From an optimization exercise on the open Yosys and OpenROAD flow, aimed at small area and a short achievable clock period; shortcuts taken in it are not production practice.
At most, simulation tests tie the RTL to the original design; equivalence was not proved.
For run 3, only the layout was checked, not whether the RTL still works.

===== config.mk =====
export PLATFORM = sky130hd
export DESIGN_NAME = gcd_top
export DESIGN_NICKNAME = gcd_top
export VERILOG_FILES = /design/flow/design.v
export SDC_FILE = /design/flow/constraint.sdc
export NUM_CORES = 4
export LEC_CHECK = 0
export ABC_AREA = 1
export CAP_MARGIN = 20
export CORE_MARGIN = 2
export CORE_UTILIZATION = 60
export CTS_CLUSTER_DIAMETER = 100
export CTS_CLUSTER_SIZE = 25
export PLACE_DENSITY = 0.7
export SETUP_SLACK_MARGIN = 1.8
export SLEW_MARGIN = 20

===== constraint.sdc =====
create_clock -name core_clock -period 4.5 [get_ports {Clk}]
set_input_delay 0.9000 -clock core_clock [delete_from_list [all_inputs] [get_ports {Clk}]]
set_output_delay 0.9000 -clock core_clock [all_outputs]
set_load 0.01 [all_outputs]

===== design.v =====
module gcd_input (
    input  wire        Clk,
    input  wire        Reset,
    input  wire        Start,
    input  wire [14:0] Ain,
    input  wire [14:0] Bin,
    output reg  [14:0] Xout,
    output reg  [14:0] Yout,
    output reg  [3:0]  Kout
);
reg  [14:0] a0, b0;
reg         v0;
reg  [14:0] a1, b1;
reg  [3:2]  k1;
reg         v1;
always @(posedge Clk or negedge Reset)
    if (!Reset)      v0 <= 1'b0;
    else if (Start)  v0 <= |(Ain | Bin);
always @(posedge Clk)
    if (Start) begin
        a0 <= Ain;
        b0 <= Bin;
    end
wire [14:0] o0  = a0 | b0;
wire        z8  = ~|o0[7:0];
wire [14:0] o0s = z8 ? {8'b0, o0[14:8]} : o0;
wire        z4  = ~|o0s[3:0];
wire [3:2]  k1n = {z8, z4};
wire [14:0] a0s = (z8 ? {8'b0, a0[14:8]} : a0);
wire [14:0] b0s = (z8 ? {8'b0, b0[14:8]} : b0);
always @(posedge Clk or negedge Reset)
    if (!Reset)      v1 <= 1'b0;
    else if (Start)  v1 <= v0;
always @(posedge Clk)
    if (Start) begin
        a1 <= z4 ? {4'b0, a0s[14:4]} : a0s;
        b1 <= z4 ? {4'b0, b0s[14:4]} : b0s;
        k1 <= k1n;
    end
wire [14:0] o1  = a1 | b1;
wire        z2  = ~|o1[1:0];
wire [14:0] a1s = z2 ? {2'b0, a1[14:2]} : a1;
wire [14:0] b1s = z2 ? {2'b0, b1[14:2]} : b1;
wire        z1  = ~(a1s[0] | b1s[0]);
wire [14:0] a2  = z1 ? {1'b0, a1s[14:1]} : a1s;
wire [14:0] b2  = z1 ? {1'b0, b1s[14:1]} : b1s;
wire        aodd = a2[0];
always @(posedge Clk or negedge Reset)
    if (!Reset)      Xout[0] <= 1'b0;
    else if (Start)  Xout[0] <= v1;
always @(posedge Clk)
    if (Start) begin
        Xout[14:1] <= aodd ? a2[14:1] : b2[14:1];
        Yout       <= aodd ? b2 : a2;
        Kout       <= {k1, z2, z1};
    end
endmodule
module gcd_plc #(
    parameter WYI = 14,
    parameter WYO = 14,
    parameter WXS = 15
)(
    input  wire           Clk,
    input  wire           Reset,
    input  wire           Start,
    input  wire [14:0]    Xin,
    input  wire [WYI-1:0] Yin,
    input  wire [3:0]     Kin,
    output reg  [14:0]    Xout,
    output reg  [WYO-1:0] Yout,
    output reg  [3:0]     Kout
);
localparam WP = WYI - 1;                  
localparam WQ = WXS - 1;                  
localparam W  = (WP > WQ) ? WP : WQ;
wire [W-1:0] p = Yin[WYI-1:1];
wire [W-1:0] q = Xin[WXS-1:1];
wire         yo = Yin[0];
wire [W-1:0] qm = q & {W{yo}};
wire [W-1:0] h = ~(p ^ qm);
wire [W-1:0] g = p & ~qm;
reg [W-1:0] gg, hh;
localparam DMAX = (W > 8) ? 8 : (W > 4) ? 4 : (W > 2) ? 2 : 1;
integer d, i;
always @* begin
    gg = g;
    hh = h;
    for (d = 1; d < W; d = d * 2) begin
        for (i = 2 * d - 1; i < W; i = i + 2 * d) begin
            gg[i] = gg[i] | (hh[i] & gg[i - d]);
            hh[i] = hh[i] & hh[i - d];
        end
    end
    for (d = DMAX / 2; d >= 1; d = d / 2)
        for (i = 3 * d - 1; i < W; i = i + 2 * d) begin
            gg[i] = gg[i] | (hh[i] & gg[i - d]);
            hh[i] = hh[i] & hh[i - d];
        end
end
wire [W:0]   c0 = {gg, 1'b0};             
wire [W:0]   c1 = {gg | hh, 1'b1};        
wire         ge = c1[W];                  
wire [W-1:0] yn = h ^ (ge ? c1[W-1:0] : ~c0[W-1:0]);
wire [14:0]  xs = Yin;
always @(posedge Clk or negedge Reset)
    if (!Reset)      Xout[0] <= 1'b0;
    else if (Start)  Xout[0] <= Xin[0];
always @(posedge Clk)
    if (Start) begin
        Xout[14:1] <= ge ? Xin[14:1] : xs[14:1];
        Yout       <= yn[WYO-1:0];
        Kout       <= Kin;
    end
endmodule
module gcd_plc_last (
    input  wire           Clk,
    input  wire           Reset,
    input  wire           Start,
    input  wire [14:0]    Xin,
    input  wire [3:0]     Kin,
    output reg  [14:0]    Xout,
    output reg  [3:0]     Kout
);
always @(posedge Clk or negedge Reset)
    if (!Reset)      Xout[0] <= 1'b0;
    else if (Start)  Xout[0] <= Xin[0];
always @(posedge Clk)
    if (Start) begin
        Xout[14:1] <= Xin[14:1];
        Kout       <= Kin;
    end
endmodule
module gcd_output (
    input  wire        Clk,
    input  wire        Reset,
    input  wire        Start,
    input  wire [14:0] Xin,
    input  wire [3:0]  Kin,
    output reg  [14:0] Pout,
    output reg         Done
);
wire [14:0] r = Xin << Kin;
always @(posedge Clk or negedge Reset)
    if (!Reset) begin
        Pout <= 15'b0;
        Done <= 1'b0;
    end else if (Start && Xin[0]) begin
        Pout <= r;
        Done <= 1'b1;
    end
endmodule
module gcd_top
#(
    parameter DATA_WIDTH = 16,
    parameter PIPELINE_DEPTH = 31
)(
    input wire                          Clk,
    input wire                          Reset,
    input wire                          Start,
    input wire  signed [DATA_WIDTH-1:0] A,
    input wire  signed [DATA_WIDTH-1:0] B,
    output wire signed [DATA_WIDTH-1:0] Result,
    output wire                         Done
);
wire [14:0] x0;
wire [14:0] y0;
wire [3:0] k0;
wire [14:0] x1;
wire [13:0] y1;
wire [3:0] k1;
wire [14:0] x2;
wire [13:0] y2;
wire [3:0] k2;
wire [14:0] x3;
wire [13:0] y3;
wire [3:0] k3;
wire [14:0] x4;
wire [13:0] y4;
wire [3:0] k4;
wire [14:0] x5;
wire [13:0] y5;
wire [3:0] k5;
wire [14:0] x6;
wire [13:0] y6;
wire [3:0] k6;
wire [14:0] x7;
wire [13:0] y7;
wire [3:0] k7;
wire [14:0] x8;
wire [13:0] y8;
wire [3:0] k8;
wire [14:0] x9;
wire [13:0] y9;
wire [3:0] k9;
wire [14:0] x10;
wire [13:0] y10;
wire [3:0] k10;
wire [14:0] x11;
wire [13:0] y11;
wire [3:0] k11;
wire [14:0] x12;
wire [13:0] y12;
wire [3:0] k12;
wire [14:0] x13;
wire [13:0] y13;
wire [3:0] k13;
wire [14:0] x14;
wire [13:0] y14;
wire [3:0] k14;
wire [14:0] x15;
wire [13:0] y15;
wire [3:0] k15;
wire [14:0] x16;
wire [12:0] y16;
wire [3:0] k16;
wire [14:0] x17;
wire [11:0] y17;
wire [3:0] k17;
wire [14:0] x18;
wire [10:0] y18;
wire [3:0] k18;
wire [14:0] x19;
wire [9:0] y19;
wire [3:0] k19;
wire [14:0] x20;
wire [8:0] y20;
wire [3:0] k20;
wire [14:0] x21;
wire [7:0] y21;
wire [3:0] k21;
wire [14:0] x22;
wire [6:0] y22;
wire [3:0] k22;
wire [14:0] x23;
wire [5:0] y23;
wire [3:0] k23;
wire [14:0] x24;
wire [4:0] y24;
wire [3:0] k24;
wire [14:0] x25;
wire [3:0] y25;
wire [3:0] k25;
wire [14:0] x26;
wire [2:0] y26;
wire [3:0] k26;
wire [14:0] x27;
wire [1:0] y27;
wire [3:0] k27;
wire [14:0] x28;
wire [0:0] y28;
wire [3:0] k28;
wire [14:0] x29;
wire [3:0] k29;
gcd_input input_inst (
    .Clk(Clk), .Reset(Reset), .Start(Start),
    .Ain(A[14:0]), .Bin(B[14:0]),
    .Xout(x0), .Yout(y0), .Kout(k0)
);
gcd_plc #(.WYI(15), .WYO(14), .WXS(15)) step1 (
    .Clk(Clk), .Reset(Reset), .Start(Start),
    .Xin(x0), .Yin(y0), .Kin(k0),
    .Xout(x1), .Yout(y1), .Kout(k1)
);
gcd_plc #(.WYI(14), .WYO(14), .WXS(15)) step2 (
    .Clk(Clk), .Reset(Reset), .Start(Start),
    .Xin(x1), .Yin(y1), .Kin(k1),
    .Xout(x2), .Yout(y2), .Kout(k2)
);
gcd_plc #(.WYI(14), .WYO(14), .WXS(15)) step3 (
    .Clk(Clk), .Reset(Reset), .Start(Start),
    .Xin(x2), .Yin(y2), .Kin(k2),
    .Xout(x3), .Yout(y3), .Kout(k3)
);
gcd_plc #(.WYI(14), .WYO(14), .WXS(15)) step4 (
    .Clk(Clk), .Reset(Reset), .Start(Start),
    .Xin(x3), .Yin(y3), .Kin(k3),
    .Xout(x4), .Yout(y4), .Kout(k4)
);
gcd_plc #(.WYI(14), .WYO(14), .WXS(15)) step5 (
    .Clk(Clk), .Reset(Reset), .Start(Start),
    .Xin(x4), .Yin(y4), .Kin(k4),
    .Xout(x5), .Yout(y5), .Kout(k5)
);
gcd_plc #(.WYI(14), .WYO(14), .WXS(15)) step6 (
    .Clk(Clk), .Reset(Reset), .Start(Start),
    .Xin(x5), .Yin(y5), .Kin(k5),
    .Xout(x6), .Yout(y6), .Kout(k6)
);
gcd_plc #(.WYI(14), .WYO(14), .WXS(15)) step7 (
    .Clk(Clk), .Reset(Reset), .Start(Start),
    .Xin(x6), .Yin(y6), .Kin(k6),
    .Xout(x7), .Yout(y7), .Kout(k7)
);
gcd_plc #(.WYI(14), .WYO(14), .WXS(15)) step8 (
    .Clk(Clk), .Reset(Reset), .Start(Start),
    .Xin(x7), .Yin(y7), .Kin(k7),
    .Xout(x8), .Yout(y8), .Kout(k8)
);
gcd_plc #(.WYI(14), .WYO(14), .WXS(15)) step9 (
    .Clk(Clk), .Reset(Reset), .Start(Start),
    .Xin(x8), .Yin(y8), .Kin(k8),
    .Xout(x9), .Yout(y9), .Kout(k9)
);
gcd_plc #(.WYI(14), .WYO(14), .WXS(15)) step10 (
    .Clk(Clk), .Reset(Reset), .Start(Start),
    .Xin(x9), .Yin(y9), .Kin(k9),
    .Xout(x10), .Yout(y10), .Kout(k10)
);
gcd_plc #(.WYI(14), .WYO(14), .WXS(15)) step11 (
    .Clk(Clk), .Reset(Reset), .Start(Start),
    .Xin(x10), .Yin(y10), .Kin(k10),
    .Xout(x11), .Yout(y11), .Kout(k11)
);
gcd_plc #(.WYI(14), .WYO(14), .WXS(15)) step12 (
    .Clk(Clk), .Reset(Reset), .Start(Start),
    .Xin(x11), .Yin(y11), .Kin(k11),
    .Xout(x12), .Yout(y12), .Kout(k12)
);
gcd_plc #(.WYI(14), .WYO(14), .WXS(15)) step13 (
    .Clk(Clk), .Reset(Reset), .Start(Start),
    .Xin(x12), .Yin(y12), .Kin(k12),
    .Xout(x13), .Yout(y13), .Kout(k13)
);
gcd_plc #(.WYI(14), .WYO(14), .WXS(15)) step14 (
    .Clk(Clk), .Reset(Reset), .Start(Start),
    .Xin(x13), .Yin(y13), .Kin(k13),
    .Xout(x14), .Yout(y14), .Kout(k14)
);
gcd_plc #(.WYI(14), .WYO(14), .WXS(15)) step15 (
    .Clk(Clk), .Reset(Reset), .Start(Start),
    .Xin(x14), .Yin(y14), .Kin(k14),
    .Xout(x15), .Yout(y15), .Kout(k15)
);
gcd_plc #(.WYI(14), .WYO(13), .WXS(14)) step16 (
    .Clk(Clk), .Reset(Reset), .Start(Start),
    .Xin(x15), .Yin(y15), .Kin(k15),
    .Xout(x16), .Yout(y16), .Kout(k16)
);
gcd_plc #(.WYI(13), .WYO(12), .WXS(13)) step17 (
    .Clk(Clk), .Reset(Reset), .Start(Start),
    .Xin(x16), .Yin(y16), .Kin(k16),
    .Xout(x17), .Yout(y17), .Kout(k17)
);
gcd_plc #(.WYI(12), .WYO(11), .WXS(12)) step18 (
    .Clk(Clk), .Reset(Reset), .Start(Start),
    .Xin(x17), .Yin(y17), .Kin(k17),
    .Xout(x18), .Yout(y18), .Kout(k18)
);
gcd_plc #(.WYI(11), .WYO(10), .WXS(11)) step19 (
    .Clk(Clk), .Reset(Reset), .Start(Start),
    .Xin(x18), .Yin(y18), .Kin(k18),
    .Xout(x19), .Yout(y19), .Kout(k19)
);
gcd_plc #(.WYI(10), .WYO(9), .WXS(10)) step20 (
    .Clk(Clk), .Reset(Reset), .Start(Start),
    .Xin(x19), .Yin(y19), .Kin(k19),
    .Xout(x20), .Yout(y20), .Kout(k20)
);
gcd_plc #(.WYI(9), .WYO(8), .WXS(9)) step21 (
    .Clk(Clk), .Reset(Reset), .Start(Start),
    .Xin(x20), .Yin(y20), .Kin(k20),
    .Xout(x21), .Yout(y21), .Kout(k21)
);
gcd_plc #(.WYI(8), .WYO(7), .WXS(8)) step22 (
    .Clk(Clk), .Reset(Reset), .Start(Start),
    .Xin(x21), .Yin(y21), .Kin(k21),
    .Xout(x22), .Yout(y22), .Kout(k22)
);
gcd_plc #(.WYI(7), .WYO(6), .WXS(7)) step23 (
    .Clk(Clk), .Reset(Reset), .Start(Start),
    .Xin(x22), .Yin(y22), .Kin(k22),
    .Xout(x23), .Yout(y23), .Kout(k23)
);
gcd_plc #(.WYI(6), .WYO(5), .WXS(6)) step24 (
    .Clk(Clk), .Reset(Reset), .Start(Start),
    .Xin(x23), .Yin(y23), .Kin(k23),
    .Xout(x24), .Yout(y24), .Kout(k24)
);
gcd_plc #(.WYI(5), .WYO(4), .WXS(5)) step25 (
    .Clk(Clk), .Reset(Reset), .Start(Start),
    .Xin(x24), .Yin(y24), .Kin(k24),
    .Xout(x25), .Yout(y25), .Kout(k25)
);
gcd_plc #(.WYI(4), .WYO(3), .WXS(4)) step26 (
    .Clk(Clk), .Reset(Reset), .Start(Start),
    .Xin(x25), .Yin(y25), .Kin(k25),
    .Xout(x26), .Yout(y26), .Kout(k26)
);
gcd_plc #(.WYI(3), .WYO(2), .WXS(3)) step27 (
    .Clk(Clk), .Reset(Reset), .Start(Start),
    .Xin(x26), .Yin(y26), .Kin(k26),
    .Xout(x27), .Yout(y27), .Kout(k27)
);
gcd_plc #(.WYI(2), .WYO(1), .WXS(2)) step28 (
    .Clk(Clk), .Reset(Reset), .Start(Start),
    .Xin(x27), .Yin(y27), .Kin(k27),
    .Xout(x28), .Yout(y28), .Kout(k28)
);
gcd_plc_last step29 (
    .Clk(Clk), .Reset(Reset), .Start(Start),
    .Xin(x28), .Kin(k28),
    .Xout(x29), .Kout(k29)
);
gcd_output output_inst (
    .Clk(Clk), .Reset(Reset), .Start(Start),
    .Xin(x29), .Kin(k29),
    .Pout(Result[14:0]), .Done(Done)
);
assign Result[15] = 1'b0;
endmodule

===== run.sh =====
#!/bin/bash
# synth_recipe.tcl (not shown) runs the flow's synth.tcl, then flattens the netlist and writes it again
# the make line also repeats each setting of config.mk as NAME=value (left out here)
make -C /OpenROAD-flow-scripts/flow DESIGN_CONFIG=/design/flow/config.mk WORK_HOME=/design/flow/orfs CLKGATE_MAP_FILE= SYNTH_SCRIPT=/design/flow/synth_recipe.tcl finish

==> results of run 1 <==
through the flow:
stage               hold slack [ns]  std cells  util, %  setup slack [ns]
floorplan                     0.400       6636        -              2.09
global placement              0.400       7786     61.6              1.24
detailed placement            0.405       7786     61.6              1.22
CTS                           0.332       7913     63.6              1.81
global route                  0.401       7978     64.9              1.75
finish                        0.336       7978     64.9              1.96
worst reg2reg max path, delay by kind of cell (launching register included):
family,cells,cell delay [ns]
simple gates,10,1.22
buf+inv,4,0.42
flops,1,0.37
fa+ha+maj,1,0.29
per-layer routing:
layer,up-vias,part of all wire (%),routed length [µm]
li1,21700,-,-
met1,19800,44,48700
met2,780,50,55900
met3,198,3.5,3850
met4,2,2.8,3140
met5,-,0.012,13
timing repair:
| item | in CTS | in global routing |
|---|---|---|
| buffers inserted | 47 | 35 |
| gates resized for setup | 19 | 136 |
| pin swaps | 3 | 19 |
| setup endpoints to repair | 424 | 530 |
| cloned | 5 | 30 |
logic make-up after synthesis:
| family | after synthesis | synth area share [%] |
|---|---|---|
| AO/OA/AOI/OAI | 549 | 5.36 |
| XOR/XNOR | 20 | 0.312 |
| adder cells (fa/ha/maj) | 313 | 6.98 |
| buffers and inverters | 948 | 7.10 |
| flip-flops | 965 | 51.2 |
| multiplexers | 4 | 0.0803 |
| other | 1 | 0.00668 |
| AND/OR/NAND/NOR | 3836 | 29.0 |
path summary, 6_finish.rpt:
path / from / end
worst max-delay path: step7.Yout[0]$_DFFE_PP_ / step8.Xout[10]$_DFFE_PP_
worst min-delay path: Reset / output_inst.Pout[0]$_DFFE_PN0P_
worst max register to register: step7.Yout[0]$_DFFE_PP_ / step8.Xout[10]$_DFFE_PP_
worst min register to register: step27.Kout[1]$_DFFE_PP_ / step28.Kout[1]$_DFFE_PP_
max in group asynchronous: Reset / step7.Xout[0]$_DFFE_PN0P_
min in group core_clock: step27.Kout[1]$_DFFE_PP_ / step28.Kout[1]$_DFFE_PP_
placed cells by master (no fill, tap or decap), types with 6 or more instances in the layout:
master                            Yosys  layout
sky130_fd_sc_hd__clkinvlp_4           0       9
sky130_fd_sc_hd__nand3b_1           101     101
sky130_fd_sc_hd__nand3_2             19      14
sky130_fd_sc_hd__nand2_1           2887    2861
sky130_fd_sc_hd__ha_4                 0       9
sky130_fd_sc_hd__edfxtp_1           917     917
sky130_fd_sc_hd__nor2_2              14      19
sky130_fd_sc_hd__ha_1               313     304
sky130_fd_sc_hd__or2_2               25      25
sky130_fd_sc_hd__inv_1              741     736
sky130_fd_sc_hd__clkbuf_16            0      47
sky130_fd_sc_hd__nor3_1              11       8
sky130_fd_sc_hd__o21ai_0            175     172
sky130_fd_sc_hd__a211oi_1            14      14
sky130_fd_sc_hd__nor4_1               8       8
sky130_fd_sc_hd__nand2_4             19      30
sky130_fd_sc_hd__nor3_2              12      15
sky130_fd_sc_hd__inv_2               38      20
sky130_fd_sc_hd__inv_4                0      13
sky130_fd_sc_hd__nor2_1             208     201
sky130_fd_sc_hd__nand2_2             68      89
sky130_fd_sc_hd__o21ai_1             34      37
sky130_fd_sc_hd__nand3_1            414     413
sky130_fd_sc_hd__clkdlybuf4s50_1      0      46
sky130_fd_sc_hd__nand2_8             12      35
sky130_fd_sc_hd__nand3_4              1       9
sky130_fd_sc_hd__inv_6                0       6
sky130_fd_sc_hd__nand4_1             26      26
sky130_fd_sc_hd__dfrtp_1             48      48
sky130_fd_sc_hd__or2_1                7       7
sky130_fd_sc_hd__clkbuf_1            60      17
sky130_fd_sc_hd__o211ai_1             6       6
sky130_fd_sc_hd__buf_12               0      12
sky130_fd_sc_hd__a21oi_2              8      13
sky130_fd_sc_hd__o21bai_1            48      47
sky130_fd_sc_hd__a21oi_1            244     238
sky130_fd_sc_hd__xor2_1              16      16
sky130_fd_sc_hd__buf_4               44      82
area by class of cell:
cell class | instances | share of cell area, %
inverter | 780 | 4.97
multi-input combinational | 4756 | 40.3
sequential | 965 | 47.6
clock inverter | 10 | 0.145
timing repair inverter | 2 | 0.0249
tap | 1254 | 2.60
timing repair buffer | 146 | 2.29
clock buffer | 65 | 2.08
==> run summary, run 1 <==
Detailed routing
- 0 — final antenna-violating net count
- 5.33 — ratio of routed vias to standard cells
- 0 — DRC
- 9 — detailed-routing iteration count for the pre-antenna-repair pass
- 42,500 — vias post-DR
- 112,000 µm — detailed-route wire length
- 3,030 — number of design-rule violations left by the first detailed-router iteration
- 14.0 µm — Routed WL per cell

Placed design
- 0.857 — last weighted congestion value of the routability-driven placer
- 57,300 µm² — cell area after placement
- 77,700 µm — total half-perimeter wirelength after legalization and detailed placement
- 48 — count of buffers inserted at the top-level ports

Timing
- 0 — count of endpoints failing hold in the final timing report
- yes — setup repair after global routing missed its margin
- 0 — Final Slew Violations
- 394 MHz — maximum clock frequency
- 0 ns — sum of negative setup slack
- 1.08 ns — Slew @ Worst Pin
- 0 — Setup-failing EPs final
- 0.0202 ns — Clock Skew
- 2.54 ns — minimum clock period
- 56.4% — crit share post-route
- 28.3% — worst slew slack as a fraction of its limit

Global route
- 38,000 — vias in the first global route
- 39.9% — met2 track demand over resource in global routing
- 206 — maximum number of pins on one net before global-route repair
- 22.2% — global-route total usage across every layer
- met2 — layer with the highest usage after global routing
- 0 — Congestion Overflow GR
- 178,000 µm — global-route wire length before repair
- 2.14% — GRT met3 Usage
- 1 — antenna violations before repair
- 28.5% — met1 Resource Use GR

Synthesis
- 917 — number of flops mapped to enable cells by yosys
- 51.2% — share of synthesized area occupied by flip-flops and latches
- sky130_fd_sc_hd__edfxtp_1 — library cell with the largest summed area after synthesis
- 6,636 — gate count of the mapped netlist
- sky130_fd_sc_hd__nand2_1 — top-count cell post-synth
- 965 — FF+latch count, synth
- 8.46 µm² — mean cell area of the mapped netlist
- sky130_fd_sc_hd__edfxtp_1 (49%), sky130_fd_sc_hd__nand2_1 (19%), sky130_fd_sc_hd__ha_1 (7.0%) — leading post-synthesis cells by cell area
- 52 — number of distinct library cell variants in the gate-level netlist after synthesis
- 4.97% — async set or reset register ratio after synthesis
- 56,100 µm² — post-synthesis instance area
- 6,984 — syn_nets
- 18 — Warnings, synthesis
- sky130_fd_sc_hd__nand2_1 (2,887), sky130_fd_sc_hd__edfxtp_1 (917), sky130_fd_sc_hd__inv_1 (741) — Commonest cells post-synth
- 49.1% — post-synth top area share
- sky130_fd_sc_hd__edfxtp_1 — top flip-flop cell by instance count after synthesis

Die
- 96,000 µm² — overall die area
- 93,000 µm² — Core Area
- 60.3% — effective utilization at floorplan
- 112 — Site Rows
- 310 µm — Die Height
- 310 µm — horizontal die dimension
- 52 — top-level I/O count

Clocking
- 3 — Max Buffers Root-to-Sink
- 0 — count of hold buffers inserted by post-cts repair
- 46 — TritonCTS Buffers
- 0.65 ns — insertion delay to the later sink of the worst-skew pair
- 0.10 ns — clock slew seen by the registers of the worst setup and hold paths
- 2 — H-tree depth
- sky130_fd_sc_hd__clkbuf_16 — root buffer selected by CTS
- 965 — # clock sinks
- done — CTS tree

Worst setup path
- simple AND/OR/NAND/NOR gates — kind of cell adding the most delay to the critical path
- 4.89 ns — required time of the critical path
- register — CP Launch Type
- 4 — Critical path buffers and inverters
- reg2reg — critical path class
- register — Worst Setup End Kind
- sky130_fd_sc_hd__nand2_1 — cell occurring most often along the worst timing path
- sky130_fd_sc_hd__edfxtp_1 — worst-path cell with the longest stage delay
- 1.96 ns — setup slack of the most critical reg-to-reg path
- 0.37 ns — max incr delay on CP
- 15 — depth of the most critical reg-to-reg path
- 2.93 ns — critical path data arrival time
- buf_4 -> nand2_1 -> inv_1 -> ha_1 -> nand2_1 -> inv_1 -> nand2_2 -> nor3_1 -> nand2_1 -> nand3_2 -> nand2_8 -> nand2_8 -> inv_4 -> nand2_1 -> nand2_1 — cell chain of the critical path
- 15 — Critical Path Fanout Max
- 15 — cell depth of the worst setup path

Run
- 0 — maximum capacitance violations

Cells and area
- 0 — number of diodes
- 7.12% — layout cells sized above 1
- 7,705 — Filler Cells Inserted
- 24,300 µm² — combined area of the multi-input logic cells
- 7.62% — synthesis-to-layout area growth
- 60,400 µm² — final cell area excluding filler cells
- 28,700 µm² — total area of sequential cells
- 7,045 — total number of nets in the final design

Min path
- in2async — worst hold path class

Outcome
- no timing/DRC/antenna violations — status

==> inputs of run 2 (changes only) <==
--- a/config.mk
+++ b/config.mk
@@ -8,9 +8,9 @@
 export ABC_AREA = 1
 export CAP_MARGIN = 20
 export CORE_MARGIN = 2
-export CORE_UTILIZATION = 60
+export CORE_UTILIZATION = 70
 export CTS_CLUSTER_DIAMETER = 100
 export CTS_CLUSTER_SIZE = 25
-export PLACE_DENSITY = 0.7
+export PLACE_DENSITY = 0.8
 export SETUP_SLACK_MARGIN = 1.8
 export SLEW_MARGIN = 20
==> run summary, run 2 <==
Timing
- 0 — count of endpoints failing hold in the final timing report
- 1.13 ns — Slew @ Worst Pin
- 24.9% — worst slew slack as a fraction of its limit
- 0 — Setup-failing EPs final
- 0 ns — sum of negative setup slack
- 2.65 ns — minimum clock period
- yes — setup repair after global routing missed its margin
- 0 — Final Slew Violations
- 0.0190 ns — Clock Skew
- 58.9% — crit share post-route
- 378 MHz — maximum clock frequency

Clocking
- 2 — H-tree depth
- done — CTS tree
- sky130_fd_sc_hd__clkbuf_16 — root buffer selected by CTS
- 0.11 ns — clock slew seen by the registers of the worst setup and hold paths
- 3 — Max Buffers Root-to-Sink
- 965 — # clock sinks
- 45 — TritonCTS Buffers
- 0.64 ns — insertion delay to the later sink of the worst-skew pair
- 0 — count of hold buffers inserted by post-cts repair

Worst setup path
- register — CP Launch Type
- register — Worst Setup End Kind
- step14.Yout[0]$_DFFE_PP_ — critical path startpoint
- 4.89 ns — required time of the critical path
- 0.44 ns — max incr delay on CP
- simple AND/OR/NAND/NOR gates — kind of cell adding the most delay to the critical path
- reg2reg — critical path class
- 11 — cell depth of the worst setup path
- 11 — Critical Path Fanout Max
- 11 — depth of the most critical reg-to-reg path
- sky130_fd_sc_hd__nand2_1 — cell occurring most often along the worst timing path
- sky130_fd_sc_hd__o21ai_0 — worst-path cell with the longest stage delay
- 1.85 ns — setup slack of the most critical reg-to-reg path
- step15.Xout[1]$_DFFE_PP_ — Critical path destination
- step14.Yout[0]$_DFFE_PP_ — r2r startpoint
- 3.04 ns — critical path data arrival time
- 2 — Critical path buffers and inverters
- step15.Xout[1]$_DFFE_PP_ — Reg2Reg Capture Point
- buf_6 -> buf_4 -> nand2_1 -> ha_1 -> nand2_1 -> nor2_1 -> nor3_2 -> nand3_4 -> nand2_8 -> nand2_4 -> o21ai_0 — cell chain of the critical path

Synthesis
- sky130_fd_sc_hd__edfxtp_1 (49%), sky130_fd_sc_hd__nand2_1 (19%), sky130_fd_sc_hd__ha_1 (7.0%) — leading post-synthesis cells by cell area
- 52 — number of distinct library cell variants in the gate-level netlist after synthesis
- 18 — Warnings, synthesis
- 49.1% — post-synth top area share
- sky130_fd_sc_hd__edfxtp_1 — library cell with the largest summed area after synthesis
- 51.2% — share of synthesized area occupied by flip-flops and latches
- 6,636 — gate count of the mapped netlist
- 56,100 µm² — post-synthesis instance area
- 8.46 µm² — mean cell area of the mapped netlist
- sky130_fd_sc_hd__nand2_1 — top-count cell post-synth
- sky130_fd_sc_hd__edfxtp_1 — top flip-flop cell by instance count after synthesis
- 965 — FF+latch count, synth
- sky130_fd_sc_hd__nand2_1 (2,887), sky130_fd_sc_hd__edfxtp_1 (917), sky130_fd_sc_hd__inv_1 (741) — Commonest cells post-synth
- 6,984 — syn_nets
- 4.97% — async set or reset register ratio after synthesis
- 917 — number of flops mapped to enable cells by yosys

Min path
- in2async — worst hold path class

Die
- 52 — top-level I/O count
- 287 µm — horizontal die dimension
- 79,100 µm² — Core Area
- 103 — Site Rows
- 287 µm — Die Height
- 70.9% — effective utilization at floorplan
- 82,400 µm² — overall die area

Cells and area
- sky130_fd_sc_hd__nand2_1 (2,858), sky130_fd_sc_hd__edfxtp_1 (917), sky130_fd_sc_hd__inv_1 (736) — top library cells by usage in the layout, fill and taps aside
- 7.32% — synthesis-to-layout area growth
- 5,539 — Filler Cells Inserted
- 7.21% — layout cells sized above 1
- sky130_fd_sc_hd__nand2_1 — commonest non-fill, non-tap cell in the layout
- 76.1% — share of the core filled with cells in the final layout
- 7,052 — total number of nets in the final design

Placed design
- 79,100 µm — total half-perimeter wirelength after legalization and detailed placement
- 48 — count of buffers inserted at the top-level ports
- 0.896 — last weighted congestion value of the routability-driven placer

Detailed routing
- 43,800 — vias post-DR
- 7 — detailed-routing iteration count for the pre-antenna-repair pass
- 0 — DRC
- 0 — final antenna-violating net count
- 3,325 — number of design-rule violations left by the first detailed-router iteration
- 14.9 µm — Routed WL per cell
- 5.63 — ratio of routed vias to standard cells
- 116,000 µm — detailed-route wire length

Global route
- 199 — maximum number of pins on one net before global-route repair
- 27.0% — global-route total usage across every layer
- 40,200 — vias in the first global route
- 0 — Congestion Overflow GR
- 0 — antenna violations before repair
- 186,000 µm — global-route wire length before repair

Outcome
- no timing/DRC/antenna violations — status

Run
- 0 — maximum capacitance violations

==> run 2: changes by cell type in the layout (fill, tap and decap cells not counted), moves of 3 or more <==
| cell | before | now |
|---|---|---|
| sky130_fd_sc_hd__nand2_2 | 89 | 92 |
| sky130_fd_sc_hd__nor2_1 | 201 | 205 |
| sky130_fd_sc_hd__nand2_1 | 2861 | 2858 |
| sky130_fd_sc_hd__buf_6 | 3 | 6 |
| sky130_fd_sc_hd__nand3_2 | 14 | 11 |
| sky130_fd_sc_hd__nor3_4 | 0 | 3 |
| sky130_fd_sc_hd__nor2_2 | 19 | 15 |
| sky130_fd_sc_hd__nand2_4 | 30 | 39 |
==> run 2: metrics by stage <==
| step | area, µm² | setup WS, ns | cells | hold slack (ns) |
|---|---|---|---|---|
| 2_1_floorplan | 56100 | 2.09 | 6636 | 0.400 |
| 3_3_place_gp | 57000 | 1.37 | 7580 | 0.400 |
| 3_5_place_dp | 57000 | 1.32 | 7580 | 0.405 |
| 4_1_cts | 58900 | 1.80 | 7706 | 0.384 |
| 5_1_grt | 60200 | 1.75 | 7778 | 0.425 |
| 6_report | 60200 | 1.85 | 7779 | 0.367 |
==> run 2: metal layers <==
layer	up-vias	track usage, %	wire (µm)
li1	21700	-	-
met1	20500	34.1	48200
met2	1280	49.1	58900
met3	275	2.41	5440
met4	0	8.55	3650
met5	-	0	0
==> run 2: cells by family (layout without fill, tap and decap cells) <==
group           Yosys count  count (layout)  synth area share, %
simple gates           3836            3876                 29.0
flops                   965             965                 51.2
buf+inv                 948            1000                 7.10
compound gates          549             549                 5.36
fa+ha+maj               313             313                 6.98
xor+xnor                 20              20                0.312
mux                       4               4               0.0803
other cells               1               2              0.00668
==> run 2: worst min-delay path by stage <==
stage	startpoint	endpoint	slack, ns	cells after the start
after floorplan	input_inst.k1[2]$_DFFE_PP_	input_inst.Kout[2]$_DFFE_PP_	0.40	0
after global placement	step17.Kout[3]$_DFFE_PP_	step18.Kout[3]$_DFFE_PP_	0.40	0
after detailed placement	step16.Kout[3]$_DFFE_PP_	step17.Kout[3]$_DFFE_PP_	0.40	0
after CTS	Reset	output_inst.Pout[1]$_DFFE_PN0P_	0.38	2
after global routing	Reset	output_inst.Pout[3]$_DFFE_PN0P_	0.42	2
final	Reset	output_inst.Pout[1]$_DFFE_PN0P_	0.37	2
==> run 2: cell type report <==
cell class | instances | area, µm² | area share (%)
sequential | 965 | 28700 | 47.7
multi-input combinational | 4763 | 24400 | 40.6
inverter | 780 | 3000 | 4.99
timing repair buffer | 148 | 1400 | 2.32
tap | 1050 | 1310 | 2.18
clock buffer | 66 | 1270 | 2.10
clock inverter | 5 | 52.6 | 0.0873
timing repair inverter | 1 | 7.51 | 0.0125
antenna | 1 | 2.50 | 0.00416
==> run 2: what timing repair did <==
action                                  CTS  global route
cloned                                    3            38
endpoints found under the setup margin  466           545
pin swaps                                 3            30
buffers inserted                         52            34
gates resized for setup                  15           139
==> inputs of run 3 (changes only) <==
--- a/design.v
+++ b/design.v
@@ -103,14 +103,24 @@
 wire [W-1:0] yn = h ^ (ge ? c1[W-1:0] : ~c0[W-1:0]);
 wire [14:0]  xs = Yin;
 always @(posedge Clk or negedge Reset)
-    if (!Reset)      Xout[0] <= 1'b0;
-    else if (Start)  Xout[0] <= Xin[0];
+    if (!Reset) begin
+        Xout[0] <= 1'b0;
+        Yout[0] <= 1'b0;
+    end else if (Start) begin
+        Xout[0] <= Xin[0];
+        Yout[0] <= yn[0];
+    end
 always @(posedge Clk)
     if (Start) begin
         Xout[14:1] <= ge ? Xin[14:1] : xs[14:1];
-        Yout       <= yn[WYO-1:0];
         Kout       <= Kin;
     end
+generate
+    if (WYO > 1) begin : yhi
+        always @(posedge Clk)
+            if (Start) Yout[WYO-1:1] <= yn[WYO-1:1];
+    end
+endgenerate
 endmodule
 module gcd_plc_last (
     input  wire           Clk,
--- a/config.mk
+++ b/config.mk
@@ -8,9 +8,9 @@
 export ABC_AREA = 1
 export CAP_MARGIN = 20
 export CORE_MARGIN = 2
-export CORE_UTILIZATION = 70
+export CORE_UTILIZATION = 60
 export CTS_CLUSTER_DIAMETER = 100
 export CTS_CLUSTER_SIZE = 25
-export PLACE_DENSITY = 0.8
+export PLACE_DENSITY = 0.7
 export SETUP_SLACK_MARGIN = 1.8
 export SLEW_MARGIN = 20
==> run summary, run 3 <==
Synthesis
- 965 — FF+latch count, synth
- sky130_fd_sc_hd__edfxtp_1 — library cell with the largest summed area after synthesis
- 7,038 — syn_nets
- sky130_fd_sc_hd__edfxtp_1 — top flip-flop cell by instance count after synthesis
- 7.77% — async set or reset register ratio after synthesis
- sky130_fd_sc_hd__nand2_1 — top-count cell post-synth
- 56,200 µm² — post-synthesis instance area
- 6,690 — gate count of the mapped netlist
- 8.40 µm² — mean cell area of the mapped netlist
- 18 — Warnings, synthesis
- sky130_fd_sc_hd__edfxtp_1 (48%), sky130_fd_sc_hd__nand2_1 (19%), sky130_fd_sc_hd__ha_1 (7.0%) — leading post-synthesis cells by cell area
- 890 — number of flops mapped to enable cells by yosys
- sky130_fd_sc_hd__nand2_1 (2,899), sky130_fd_sc_hd__edfxtp_1 (890), sky130_fd_sc_hd__inv_1 (728) — Commonest cells post-synth
- 47.6% — post-synth top area share
- 50.9% — share of synthesized area occupied by flip-flops and latches
- 54 — number of distinct library cell variants in the gate-level netlist after synthesis

Global route
- 38,300 — vias in the first global route
- 160 — maximum number of pins on one net before global-route repair
- 0 — Congestion Overflow GR
- 0 — antenna violations before repair
- 181,000 µm — global-route wire length before repair
- 22.7% — global-route total usage across every layer

Die
- 60.4% — effective utilization at floorplan
- 310 µm — horizontal die dimension
- 93,000 µm² — Core Area
- 310 µm — Die Height
- 52 — top-level I/O count
- 112 — Site Rows
- 96,100 µm² — overall die area

Clocking
- 45 — TritonCTS Buffers
- 2 — H-tree depth
- 0.09 ns — clock slew seen by the registers of the worst setup and hold paths
- sky130_fd_sc_hd__clkbuf_16 — root buffer selected by CTS
- 0 — count of hold buffers inserted by post-cts repair
- done — CTS tree
- 3 — Max Buffers Root-to-Sink
- 965 — # clock sinks
- 0.66 ns — insertion delay to the later sink of the worst-skew pair

Timing
- 0 ns — sum of negative setup slack
- 0.961 ns — Slew @ Worst Pin
- 0 — count of endpoints failing hold in the final timing report
- 0.0191 ns — Clock Skew
- 380 MHz — maximum clock frequency
- 0 — Setup-failing EPs final
- 0 — Final Slew Violations
- 2.63 ns — minimum clock period
- yes — setup repair after global routing missed its margin
- 35.8% — worst slew slack as a fraction of its limit
- 58.5% — crit share post-route

Placed design
- 78,400 µm — total half-perimeter wirelength after legalization and detailed placement
- 48 — count of buffers inserted at the top-level ports
- 0.841 — last weighted congestion value of the routability-driven placer

Detailed routing
- 14.4 µm — Routed WL per cell
- 5.35 — ratio of routed vias to standard cells
- 0 — DRC
- 116,000 µm — detailed-route wire length
- 3,271 — number of design-rule violations left by the first detailed-router iteration
- 6 — detailed-routing iteration count for the pre-antenna-repair pass
- 43,100 — vias post-DR
- 0 — final antenna-violating net count

Worst setup path
- reg2reg — critical path class
- register — Worst Setup End Kind
- 14 — depth of the most critical reg-to-reg path
- step8.Yout[0]$_DFFE_PN0P_ — critical path startpoint
- 14 — Critical Path Fanout Max
- step9.Xout[1]$_DFFE_PP_ — Reg2Reg Capture Point
- step8.Yout[0]$_DFFE_PN0P_ — r2r startpoint
- 1.87 ns — setup slack of the most critical reg-to-reg path
- step9.Xout[1]$_DFFE_PP_ — Critical path destination
- register — CP Launch Type
- 4.89 ns — required time of the critical path
- 3.02 ns — critical path data arrival time

Outcome
- no timing/DRC/antenna violations — status

Cells and area
- sky130_fd_sc_hd__nand2_1 — commonest non-fill, non-tap cell in the layout
- 0 — number of diodes
- 8.23% — layout cells sized above 1
- 8.58% — synthesis-to-layout area growth
- 65.6% — share of the core filled with cells in the final layout
- sky130_fd_sc_hd__nand2_1 (2,860), sky130_fd_sc_hd__edfxtp_1 (890), sky130_fd_sc_hd__inv_1 (722) — top library cells by usage in the layout, fill and taps aside
- 7,114 — total number of nets in the final design

Min path
- in2async — worst hold path class

Run
- 0 — maximum capacitance violations

==> run 3: critical path: stages (launching register included) <==
cell                      delay (ns)
sky130_fd_sc_hd__dfrtp_2        0.43
sky130_fd_sc_hd__buf_12         0.14
sky130_fd_sc_hd__buf_4          0.14
sky130_fd_sc_hd__buf_4          0.15
sky130_fd_sc_hd__nand2_1        0.06
sky130_fd_sc_hd__ha_1           0.27
sky130_fd_sc_hd__nand2_1        0.10
sky130_fd_sc_hd__o21ai_0        0.09
sky130_fd_sc_hd__nor2_1         0.20
sky130_fd_sc_hd__nand3_4        0.17
sky130_fd_sc_hd__nand2_8        0.14
sky130_fd_sc_hd__buf_4          0.13
sky130_fd_sc_hd__nand2_4        0.11
sky130_fd_sc_hd__nand2_1        0.12
sky130_fd_sc_hd__o21ai_0        0.11
==> run 3: repair_timing <==
item | in CTS | in global routing
setup endpoints to repair | 505 | 563
gates resized for setup | 54 | 176
buffers inserted | 15 | 86
hold endpoints to repair | 0 | 0
pin swaps | 1 | 38
cloned | 5 | 41
==> run 3: cells by family after synthesis <==
family / synth area share (%)
AOI/OAI and AO/OA: 5.65
xor gates and xnor gates: 0.249
adders and majority gates: 6.97
buffers and inverters: 7.01
DFF: 50.9
muxes: 0.0802
other: 0.00667
and+or+nand+nor: 29.1
==> run 3: worst min path at each step <==
stage / startpoint / endpoint / slack, ns / cells after the start
4_1_cts: Reset / input_inst.v0$_DFFE_PN0P_ / 0.25 / 1
5_1_grt: Reset / input_inst.v0$_DFFE_PN0P_ / 0.28 / 1
2_1_floorplan: input_inst.k1[2]$_DFFE_PP_ / input_inst.Kout[2]$_DFFE_PP_ / 0.40 / 0
3_5_place_dp: step11.Kout[1]$_DFFE_PP_ / step12.Kout[1]$_DFFE_PP_ / 0.40 / 0
3_3_place_gp: step22.Kout[3]$_DFFE_PP_ / step23.Kout[3]$_DFFE_PP_ / 0.40 / 0
6_report: Reset / input_inst.v0$_DFFE_PN0P_ / 0.26 / 1
==> run 3: final cells by class <==
class	count	area, µm²
fill	7687	32000
sequential	965	28600
multi-input combinational	4824	24900
inverter	759	2950
timing repair buffer	169	1600
tap	1254	1570
clock buffer	77	1300
clock inverter	6	48.8
timing repair inverter	2	15.0
==> run 3: per-layer routing <==
metal / track usage (%) / wire length [µm] / up-vias
li1: - / - / 22000
met1: 30.7 / 51000 / 20000
met2: 38.8 / 56400 / 954
met3: 2.86 / 5920 / 176
met4: 5.57 / 3030 / 0
met5: 0 / 0 / -
==> run 3: stage by stage <==
step                      area [µm²]  worst slack, ns  std cells  hold WS (ns)
final                          61000             1.87       8056         0.260
after global routing           61000             1.74       8056         0.285
after CTS                      59100             1.81       7929         0.249
after detailed placement       57400             1.35       7826         0.405
after global placement         57400             1.42       7826         0.400
after floorplan                56200             1.98       6690         0.400
==> inputs of run 4 (changes only) <==
--- a/design.v
+++ b/design.v
@@ -8,51 +8,39 @@
     output reg  [14:0] Yout,
     output reg  [3:0]  Kout
 );
+wire [14:0] oi  = Ain | Bin;
+wire        z8  = ~|oi[7:0];
+wire        z4  = z8 ? ~|oi[11:8] : ~|oi[3:0];
+wire [14:0] a8  = z8 ? {8'b0, Ain[14:8]} : Ain;
+wire [14:0] b8  = z8 ? {8'b0, Bin[14:8]} : Bin;
 reg  [14:0] a0, b0;
+reg  [3:2]  k0;
 reg         v0;
-reg  [14:0] a1, b1;
-reg  [3:2]  k1;
-reg         v1;
 always @(posedge Clk or negedge Reset)
     if (!Reset)      v0 <= 1'b0;
-    else if (Start)  v0 <= |(Ain | Bin);
+    else if (Start)  v0 <= |oi;
 always @(posedge Clk)
     if (Start) begin
-        a0 <= Ain;
-        b0 <= Bin;
+        a0 <= z4 ? {4'b0, a8[14:4]} : a8;
+        b0 <= z4 ? {4'b0, b8[14:4]} : b8;
+        k0 <= {z8, z4};
     end
 wire [14:0] o0  = a0 | b0;
-wire        z8  = ~|o0[7:0];
-wire [14:0] o0s = z8 ? {8'b0, o0[14:8]} : o0;
-wire        z4  = ~|o0s[3:0];
-wire [3:2]  k1n = {z8, z4};
-wire [14:0] a0s = (z8 ? {8'b0, a0[14:8]} : a0);
-wire [14:0] b0s = (z8 ? {8'b0, b0[14:8]} : b0);
-always @(posedge Clk or negedge Reset)
-    if (!Reset)      v1 <= 1'b0;
-    else if (Start)  v1 <= v0;
-always @(posedge Clk)
-    if (Start) begin
-        a1 <= z4 ? {4'b0, a0s[14:4]} : a0s;
-        b1 <= z4 ? {4'b0, b0s[14:4]} : b0s;
-        k1 <= k1n;
-    end
-wire [14:0] o1  = a1 | b1;
-wire        z2  = ~|o1[1:0];
-wire [14:0] a1s = z2 ? {2'b0, a1[14:2]} : a1;
-wire [14:0] b1s = z2 ? {2'b0, b1[14:2]} : b1;
-wire        z1  = ~(a1s[0] | b1s[0]);
-wire [14:0] a2  = z1 ? {1'b0, a1s[14:1]} : a1s;
-wire [14:0] b2  = z1 ? {1'b0, b1s[14:1]} : b1s;
-wire        aodd = a2[0];
+wire        z2  = ~|o0[1:0];
+wire        z1  = z2 ? ~o0[2] : ~o0[0];
+wire [14:0] a2  = z2 ? {2'b0, a0[14:2]} : a0;
+wire [14:0] b2  = z2 ? {2'b0, b0[14:2]} : b0;
+wire [14:0] as  = z1 ? {1'b0, a2[14:1]} : a2;
+wire [14:0] bs  = z1 ? {1'b0, b2[14:1]} : b2;
+wire        aodd = as[0];
 always @(posedge Clk or negedge Reset)
     if (!Reset)      Xout[0] <= 1'b0;
-    else if (Start)  Xout[0] <= v1;
+    else if (Start)  Xout[0] <= v0;
 always @(posedge Clk)
     if (Start) begin
-        Xout[14:1] <= aodd ? a2[14:1] : b2[14:1];
-        Yout       <= aodd ? b2 : a2;
-        Kout       <= {k1, z2, z1};
+        Xout[14:1] <= aodd ? as[14:1] : bs[14:1];
+        Yout       <= aodd ? bs : as;
+        Kout       <= {k0, z2, z1};
     end
 endmodule
 module gcd_plc #(
@@ -103,24 +91,14 @@
 wire [W-1:0] yn = h ^ (ge ? c1[W-1:0] : ~c0[W-1:0]);
 wire [14:0]  xs = Yin;
 always @(posedge Clk or negedge Reset)
-    if (!Reset) begin
-        Xout[0] <= 1'b0;
-        Yout[0] <= 1'b0;
-    end else if (Start) begin
-        Xout[0] <= Xin[0];
-        Yout[0] <= yn[0];
-    end
+    if (!Reset)      Xout[0] <= 1'b0;
+    else if (Start)  Xout[0] <= Xin[0];
 always @(posedge Clk)
     if (Start) begin
         Xout[14:1] <= ge ? Xin[14:1] : xs[14:1];
+        Yout       <= yn[WYO-1:0];
         Kout       <= Kin;
     end
-generate
-    if (WYO > 1) begin : yhi
-        always @(posedge Clk)
-            if (Start) Yout[WYO-1:1] <= yn[WYO-1:1];
-    end
-endgenerate
 endmodule
 module gcd_plc_last (
     input  wire           Clk,
@@ -149,12 +127,19 @@
     output reg  [14:0] Pout,
     output reg         Done
 );
-wire [14:0] r = Xin << Kin;
+reg  [14:0] r;
+reg         v;
+always @(posedge Clk or negedge Reset)
+    if (!Reset)      v <= 1'b0;
+    else if (Start)  v <= Xin[0];
+always @(posedge Clk)
+    if (Start)
+        r <= Xin << Kin;
 always @(posedge Clk or negedge Reset)
     if (!Reset) begin
         Pout <= 15'b0;
         Done <= 1'b0;
-    end else if (Start && Xin[0]) begin
+    end else if (Start && v) begin
         Pout <= r;
         Done <= 1'b1;
     end
==> run summary, run 4 <==
Global route
- 23.1% — global-route total usage across every layer
- 0 — Congestion Overflow GR
- 38,500 — vias in the first global route
- 0 — antenna violations before repair
- 183,000 µm — global-route wire length before repair
- 197 — maximum number of pins on one net before global-route repair

Detailed routing
- 6 — detailed-routing iteration count for the pre-antenna-repair pass
- 0 — final antenna-violating net count
- 5.37 — ratio of routed vias to standard cells
- 0 — DRC
- 14.6 µm — Routed WL per cell
- 3,131 — number of design-rule violations left by the first detailed-router iteration
- 42,500 — vias post-DR
- 115,000 µm — detailed-route wire length

Synthesis
- 48.6% — post-synth top area share
- 8.52 µm² — mean cell area of the mapped netlist
- 6,891 — syn_nets
- 902 — number of flops mapped to enable cells by yosys
- 6,543 — gate count of the mapped netlist
- 50.7% — share of synthesized area occupied by flip-flops and latches
- sky130_fd_sc_hd__nand2_1 (2,748), sky130_fd_sc_hd__edfxtp_1 (902), sky130_fd_sc_hd__inv_1 (750) — Commonest cells post-synth
- 5.05% — async set or reset register ratio after synthesis
- sky130_fd_sc_hd__edfxtp_1 — library cell with the largest summed area after synthesis
- 18 — Warnings, synthesis
- sky130_fd_sc_hd__edfxtp_1 — top flip-flop cell by instance count after synthesis
- 54 — number of distinct library cell variants in the gate-level netlist after synthesis
- 950 — FF+latch count, synth
- sky130_fd_sc_hd__edfxtp_1 (49%), sky130_fd_sc_hd__nand2_1 (18%), sky130_fd_sc_hd__ha_1 (7.0%) — leading post-synthesis cells by cell area
- sky130_fd_sc_hd__nand2_1 — top-count cell post-synth
- 55,800 µm² — post-synthesis instance area

Cells and area
- 60,400 µm² — final cell area excluding filler cells
- 28,300 µm² — total area of sequential cells
- 8.71% — layout cells sized above 1
- sky130_fd_sc_hd__nand2_1 (2,706), sky130_fd_sc_hd__edfxtp_1 (902), sky130_fd_sc_hd__inv_1 (745) — top library cells by usage in the layout, fill and taps aside
- 0 — number of diodes
- 65.7% — share of the core filled with cells in the final layout
- 6,987 — total number of nets in the final design
- 7,461 — Filler Cells Inserted
- sky130_fd_sc_hd__nand2_1 — commonest non-fill, non-tap cell in the layout
- 24,500 µm² — combined area of the multi-input logic cells
- 8.34% — synthesis-to-layout area growth

Worst setup path
- 3.03 ns — critical path data arrival time
- reg2reg — critical path class
- 4.87 ns — required time of the critical path
- register — CP Launch Type
- register — Worst Setup End Kind
- 8 — Critical Path Fanout Max

Timing
- 0 — Setup-failing EPs final
- 2.66 ns — minimum clock period
- 0.273 ns — Hold Slack
- 59.0% — crit share post-route
- 0 ns — sum of negative setup slack
- 26.9% — worst slew slack as a fraction of its limit
- 376 MHz — maximum clock frequency
- 0 — count of endpoints failing hold in the final timing report
- 0 — Final Slew Violations
- yes — setup repair after global routing missed its margin
- 0.0322 ns — Clock Skew
- 1.10 ns — Slew @ Worst Pin

Placed design
- 79,600 µm — total half-perimeter wirelength after legalization and detailed placement
- 48 — count of buffers inserted at the top-level ports
- 56,800 µm² — cell area after placement
- 0.869 — last weighted congestion value of the routability-driven placer

Outcome
- no timing/DRC/antenna violations — status

Die
- 111 — Site Rows
- 91,900 µm² — Core Area
- 52 — top-level I/O count
- 309 µm — horizontal die dimension
- 60.7% — effective utilization at floorplan
- 309 µm — Die Height
- 95,400 µm² — overall die area

Clocking
- 3 — Max Buffers Root-to-Sink
- 0.10 ns — clock slew seen by the registers of the worst setup and hold paths
- 950 — # clock sinks
- done — CTS tree
- 0.64 ns — insertion delay to the later sink of the worst-skew pair
- 2 — H-tree depth
- 46 — TritonCTS Buffers
- sky130_fd_sc_hd__clkbuf_16 — root buffer selected by CTS
- 0 — count of hold buffers inserted by post-cts repair

Min path
- in2async — worst hold path class

Run
- 0 — maximum capacitance violations

## run 4: cell count changes after synthesis, moves of 23 or more
| cell | delta |
|---|---|
| sky130_fd_sc_hd__dfrtp_1 | -27 |
| sky130_fd_sc_hd__nand2_2 | +26 |
| sky130_fd_sc_hd__buf_2 | -29 |
| sky130_fd_sc_hd__nand2_1 | -151 |
| sky130_fd_sc_hd__nor2_1 | +23 |
| sky130_fd_sc_hd__o21ai_0 | -53 |
## run 4: cells by family (layout without fill, tap and decap cells)
family / count (synthesis) / after routing / share of synthesized area, %
adders and majority gates: 313 / 313 / 7.02
muxes: 28 / 28 / 0.552
and+or+nand+nor: 3741 / 3778 / 28.6
DFF: 950 / 950 / 50.7
other: 1 / 1 / 0.00672
xor gates and xnor gates: 18 / 18 / 0.283
buffers and inverters: 942 / 1031 / 7.34
AOI/OAI and AO/OA: 550 / 550 / 5.44
## run 4: critical path: stages, from the launching register on
cell                       delay [ns]
sky130_fd_sc_hd__edfxtp_1        0.41
sky130_fd_sc_hd__buf_4           0.18
sky130_fd_sc_hd__buf_4           0.16
sky130_fd_sc_hd__nand2_1         0.06
sky130_fd_sc_hd__ha_1            0.29
sky130_fd_sc_hd__nand2_2         0.14
sky130_fd_sc_hd__o21ai_1         0.11
sky130_fd_sc_hd__nor2_2          0.18
sky130_fd_sc_hd__nand3_4         0.13
sky130_fd_sc_hd__nand2_8         0.12
sky130_fd_sc_hd__buf_2           0.20
sky130_fd_sc_hd__buf_4           0.13
sky130_fd_sc_hd__nand4_1         0.07
sky130_fd_sc_hd__nand3_1         0.12
sky130_fd_sc_hd__nand2_1         0.10
## run 4: metrics by stage
stage	setup slack, ns	instances
4_1_cts	1.80	7828
2_1_floorplan	2.09	6543
5_1_grt	1.72	7912
3_5_place_dp	1.12	7688
3_3_place_gp	1.20	7688
6_report	1.84	7912
## run 4: what timing repair did
action                                  4_1_cts  5_1_grt
endpoints found under the setup margin      474      524
setup buffers                                59       47
cloned                                        3       37
pin swaps                                     3       33
resized for setup                            23      156
hold endpoints to repair                      0        0
## run 4: layout make-up
| class | instances | area share (%) |
|---|---|---|
| Sequential cell | 950 | 46.8 |
| Multi-Input combinational cell | 4688 | 40.5 |
| Inverter | 781 | 4.98 |
| Timing Repair Buffer | 170 | 2.76 |
| Tap cell | 1243 | 2.57 |
| Clock buffer | 66 | 2.14 |
| Clock inverter | 12 | 0.211 |
| Timing Repair inverter | 2 | 0.0207 |
## run 4: final timing paths
kind,cells after the start,end,start,slack (ns)
worst max-delay path,14,step15.Yout[11]$_DFFE_PP_,step14.Yout[0]$_DFFE_PP_,1.84
worst min-delay path,1,input_inst.v0$_DFFE_PN0P_,Reset,0.27
worst max register to register,14,step15.Yout[11]$_DFFE_PP_,step14.Yout[0]$_DFFE_PP_,1.84
worst min register to register,0,step29.Kout[0]$_DFFE_PP_,step28.Kout[0]$_DFFE_PP_,0.42
max in group asynchronous,1,output_inst.Pout[7]$_DFFE_PN0P_,Reset,3.81
min in group core_clock,0,step29.Kout[0]$_DFFE_PP_,step28.Kout[0]$_DFFE_PP_,0.42
## run 4: metal layers
metal	track usage, %	part of all wire (%)
met2	41.3	49
met1	29.9	44
met5	0	0
met4	6.78	2.9
met3	2.03	3.8
==> inputs of run 5 (changes only) <==
--- a/design.v
+++ b/design.v
@@ -33,13 +33,19 @@
 wire [14:0] as  = z1 ? {1'b0, a2[14:1]} : a2;
 wire [14:0] bs  = z1 ? {1'b0, b2[14:1]} : b2;
 wire        aodd = as[0];
+wire [14:0] ys  = aodd ? bs : as;
 always @(posedge Clk or negedge Reset)
-    if (!Reset)      Xout[0] <= 1'b0;
-    else if (Start)  Xout[0] <= v0;
+    if (!Reset) begin
+        Xout[0] <= 1'b0;
+        Yout[0] <= 1'b0;
+    end else if (Start) begin
+        Xout[0] <= v0;
+        Yout[0] <= ys[0];
+    end
 always @(posedge Clk)
     if (Start) begin
         Xout[14:1] <= aodd ? as[14:1] : bs[14:1];
-        Yout       <= aodd ? bs : as;
+        Yout[14:1] <= ys[14:1];
         Kout       <= {k0, z2, z1};
     end
 endmodule
@@ -91,14 +97,24 @@
 wire [W-1:0] yn = h ^ (ge ? c1[W-1:0] : ~c0[W-1:0]);
 wire [14:0]  xs = Yin;
 always @(posedge Clk or negedge Reset)
-    if (!Reset)      Xout[0] <= 1'b0;
-    else if (Start)  Xout[0] <= Xin[0];
+    if (!Reset) begin
+        Xout[0] <= 1'b0;
+        Yout[0] <= 1'b0;
+    end else if (Start) begin
+        Xout[0] <= Xin[0];
+        Yout[0] <= yn[0];
+    end
 always @(posedge Clk)
     if (Start) begin
         Xout[14:1] <= ge ? Xin[14:1] : xs[14:1];
-        Yout       <= yn[WYO-1:0];
         Kout       <= Kin;
     end
+generate
+    if (WYO > 1) begin : yhi
+        always @(posedge Clk)
+            if (Start) Yout[WYO-1:1] <= yn[WYO-1:1];
+    end
+endgenerate
 endmodule
 module gcd_plc_last (
     input  wire           Clk,
--- a/config.mk
+++ b/config.mk
@@ -12,5 +12,5 @@
 export CTS_CLUSTER_DIAMETER = 100
 export CTS_CLUSTER_SIZE = 25
 export PLACE_DENSITY = 0.7
-export SETUP_SLACK_MARGIN = 1.8
+export SETUP_SLACK_MARGIN = 1.9
 export SLEW_MARGIN = 20
==> run summary, run 5 <==
Outcome
- no timing/DRC/antenna violations — status

Synthesis
- sky130_fd_sc_hd__nand2_1 — top-count cell post-synth
- 50.7% — share of synthesized area occupied by flip-flops and latches
- 6,980 — syn_nets
- sky130_fd_sc_hd__edfxtp_1 — library cell with the largest summed area after synthesis
- 18 — Warnings, synthesis
- sky130_fd_sc_hd__edfxtp_1 (47%), sky130_fd_sc_hd__nand2_1 (19%), sky130_fd_sc_hd__ha_1 (7.1%) — leading post-synthesis cells by cell area
- 8.37 µm² — mean cell area of the mapped netlist
- 47.3% — post-synth top area share
- 50 — number of distinct library cell variants in the gate-level netlist after synthesis
- 55,500 µm² — post-synthesis instance area
- 8.00% — async set or reset register ratio after synthesis
- sky130_fd_sc_hd__nand2_1 (2,877), sky130_fd_sc_hd__edfxtp_1 (874), sky130_fd_sc_hd__inv_1 (717) — Commonest cells post-synth
- 6,632 — gate count of the mapped netlist
- 950 — FF+latch count, synth
- sky130_fd_sc_hd__edfxtp_1 — top flip-flop cell by instance count after synthesis
- 874 — number of flops mapped to enable cells by yosys

Worst setup path
- step6.Yout[8]$_DFFE_PP_ — Critical path destination
- register — Worst Setup End Kind
- 4.89 ns — required time of the critical path
- 1.91 ns — setup slack of the most critical reg-to-reg path
- 8 — Critical Path Fanout Max
- step6.Yout[8]$_DFFE_PP_ — Reg2Reg Capture Point
- 13 — depth of the most critical reg-to-reg path
- reg2reg — critical path class
- register — CP Launch Type
- step5.Yout[0]$_DFFE_PN0P_ — critical path startpoint
- step5.Yout[0]$_DFFE_PN0P_ — r2r startpoint
- 2.98 ns — critical path data arrival time

Clocking
- 0.10 ns — clock slew seen by the registers of the worst setup and hold paths
- 3 — Max Buffers Root-to-Sink
- 46 — TritonCTS Buffers
- 0.65 ns — insertion delay to the later sink of the worst-skew pair
- sky130_fd_sc_hd__clkbuf_16 — root buffer selected by CTS
- 0 — count of hold buffers inserted by post-cts repair
- done — CTS tree
- 950 — # clock sinks
- 2 — H-tree depth

Timing
- 27.8% — worst slew slack as a fraction of its limit
- 57.5% — crit share post-route
- 0 ns — sum of negative setup slack
- yes — setup repair after global routing missed its margin
- 0 — Final Slew Violations
- 0.0228 ns — Clock Skew
- 0 — count of endpoints failing hold in the final timing report
- 0 — Setup-failing EPs final
- 1.08 ns — Slew @ Worst Pin
- 386 MHz — maximum clock frequency
- 0.312 ns — Hold Slack
- 2.59 ns — minimum clock period

Detailed routing
- 0 — DRC
- 3,556 — number of design-rule violations left by the first detailed-router iteration
- 14.8 µm — Routed WL per cell
- 0 — final antenna-violating net count
- 119,000 µm — detailed-route wire length
- 6 — detailed-routing iteration count for the pre-antenna-repair pass
- 5.44 — ratio of routed vias to standard cells
- 43,600 — vias post-DR

Die
- 52 — top-level I/O count
- 308 µm — Die Height
- 60.6% — effective utilization at floorplan
- 111 — Site Rows
- 91,700 µm² — Core Area
- 308 µm — horizontal die dimension
- 95,000 µm² — overall die area

Global route
- 0 — Congestion Overflow GR
- 204 — maximum number of pins on one net before global-route repair
- 183,000 µm — global-route wire length before repair
- 23.0% — global-route total usage across every layer
- 38,600 — vias in the first global route
- 0 — antenna violations before repair

Run
- 0 — maximum capacitance violations

Placed design
- 0.864 — last weighted congestion value of the routability-driven placer
- 76,700 µm — total half-perimeter wirelength after legalization and detailed placement
- 48 — count of buffers inserted at the top-level ports

Cells and area
- 12.4% — layout cells sized above 1
- 13.2% — synthesis-to-layout area growth
- 7,140 — total number of nets in the final design
- sky130_fd_sc_hd__nand2_1 (2,741), sky130_fd_sc_hd__edfxtp_1 (874), sky130_fd_sc_hd__inv_1 (706) — top library cells by usage in the layout, fill and taps aside
- 0 — number of diodes
- sky130_fd_sc_hd__nand2_1 — commonest non-fill, non-tap cell in the layout

Min path
- in2async — worst hold path class

[run 5: changes by cell type after synthesis, sizes merged, moves of 8 or more]
cell and change:
nand2 +84, dfrtp +28, a21oi -8, o21ai +20, clkbuf +25, inv -35, o22ai -14, nand3 +10
edfxtp -28, o211ai +8
[run 5: cells by family after synthesis]
kind of cell	after synthesis	synth area share (%)
buffers and inverters	933	6.93
other	1	0.00675
DFF	950	50.7
AOI/OAI and AO/OA	555	5.45
adders and majority gates	313	7.05
and+or+nand+nor	3839	29.1
muxes	25	0.494
xor gates and xnor gates	16	0.252
[run 5: cell type report]
cell class	count	area, µm²
multi-input combinational	4795	26200
clock buffer	75	1320
inverter	746	2910
sequential	950	28200
fill	7163	28800
tap	1186	1480
timing repair inverter	2	16.3
timing repair buffer	251	2550
clock inverter	11	163
[run 5: routing by layer]
| metal | GRT usage [%] | share of wire (%) |
|---|---|---|
| met4 | 5.84 | 2.3 |
| met2 | 39.1 | 48 |
| met5 | 0 | 0 |
| met1 | 32.0 | 45 |
| met3 | 2.07 | 4.6 |
[run 5: worst min path at each step]
stage,depth (start not counted),slack (ns),end,from
floorplan,0,0.40,input_inst.Kout[2]$_DFFE_PP_,input_inst.k0[2]$_DFFE_PP_
global placement,0,0.40,step19.Kout[3]$_DFFE_PP_,step18.Kout[3]$_DFFE_PP_
detailed placement,0,0.40,step11.Kout[2]$_DFFE_PP_,step10.Kout[2]$_DFFE_PP_
CTS,1,0.32,input_inst.v0$_DFFE_PN0P_,Reset
global route,1,0.34,input_inst.v0$_DFFE_PN0P_,Reset
finish,1,0.31,step7.Yout[0]$_DFFE_PN0P_,Reset
[run 5: repair_timing]
action | in CTS | in global routing
setup endpoints to repair | 550 | 578
pin swaps | 8 | 108
resized for setup | 83 | 416
setup buffers | 62 | 123
cloned | 15 | 34
[run 5: metrics by stage]
stage	utilization [%]	instance area, µm²	instances	setup slack, ns
after floorplan	-	55500	6632	1.98
after global placement	61.8	56600	7696	1.07
after detailed placement	61.8	56600	7696	1.07
after CTS	64.6	59200	7859	1.90
after global routing	68.5	62800	8016	1.81
final	68.5	62800	8016	1.91
[run 5: critical path: stages, from the launching register on]
cell and delay (ns):
sky130_fd_sc_hd__dfrtp_2 0.36, sky130_fd_sc_hd__buf_4 0.16, sky130_fd_sc_hd__buf_4 0.17, sky130_fd_sc_hd__nand2_1 0.06, sky130_fd_sc_hd__ha_1 0.22, sky130_fd_sc_hd__a21oi_2 0.19, sky130_fd_sc_hd__o21ai_0 0.10, sky130_fd_sc_hd__nor2_1 0.26
sky130_fd_sc_hd__nand3_4 0.18, sky130_fd_sc_hd__buf_12 0.16, sky130_fd_sc_hd__nand2_4 0.12, sky130_fd_sc_hd__nand3_1 0.11, sky130_fd_sc_hd__nand3_1 0.14, sky130_fd_sc_hd__nand2_1 0.10

[separate check: timing with driven ports]
No port has a modelled driver above. Below, the same layouts with a new extraction and two added sets of constraints. Step 1 (the two cells are an assumption about what drives the block):
set clk [get_ports {Clk}]
set_driving_cell -lib_cell sky130_fd_sc_hd__clkbuf_16 $clk
set_driving_cell -lib_cell sky130_fd_sc_hd__buf_2 [delete_from_list [all_inputs] $clk]
Step 2 also shifts input and output timing later by t, the mid clock arrival at the registers, as if the neighbouring blocks saw the same clock. Three values: ideal ports, drivers, drivers and shift; two values: the first two.
| run | shift t [ns] | slack for setup (ns) | hold slack, ns | worst register clock-pin slew, ns |
|---|---|---|---|---|
| run 1 | 0.706 | 1.962 / 1.932 / 1.472 | 0.336 / 0.288 / 0.414 | 0.11 / 0.11 |
| run 2 | 0.701 | 1.851 / 1.851 / 1.420 | 0.367 / 0.323 / 0.419 | 0.11 / 0.11 |
| run 3 | 0.712 | 1.866 / 1.866 / 1.552 | 0.260 / 0.228 / 0.417 | 0.11 / 0.11 |
| run 4 | 0.693 | 1.843 / 1.843 / 1.426 | 0.273 / 0.232 / 0.415 | 0.10 / 0.10 |
| run 5 | 0.710 | 1.911 / 1.911 / 1.358 | 0.312 / 0.271 / 0.414 | 0.11 / 0.11 |
After both steps setup and hold are still met in every run listed. The setup slack of run 5, which loses most, moves by 0.000 ns with the drivers and by -0.553 ns with both steps.
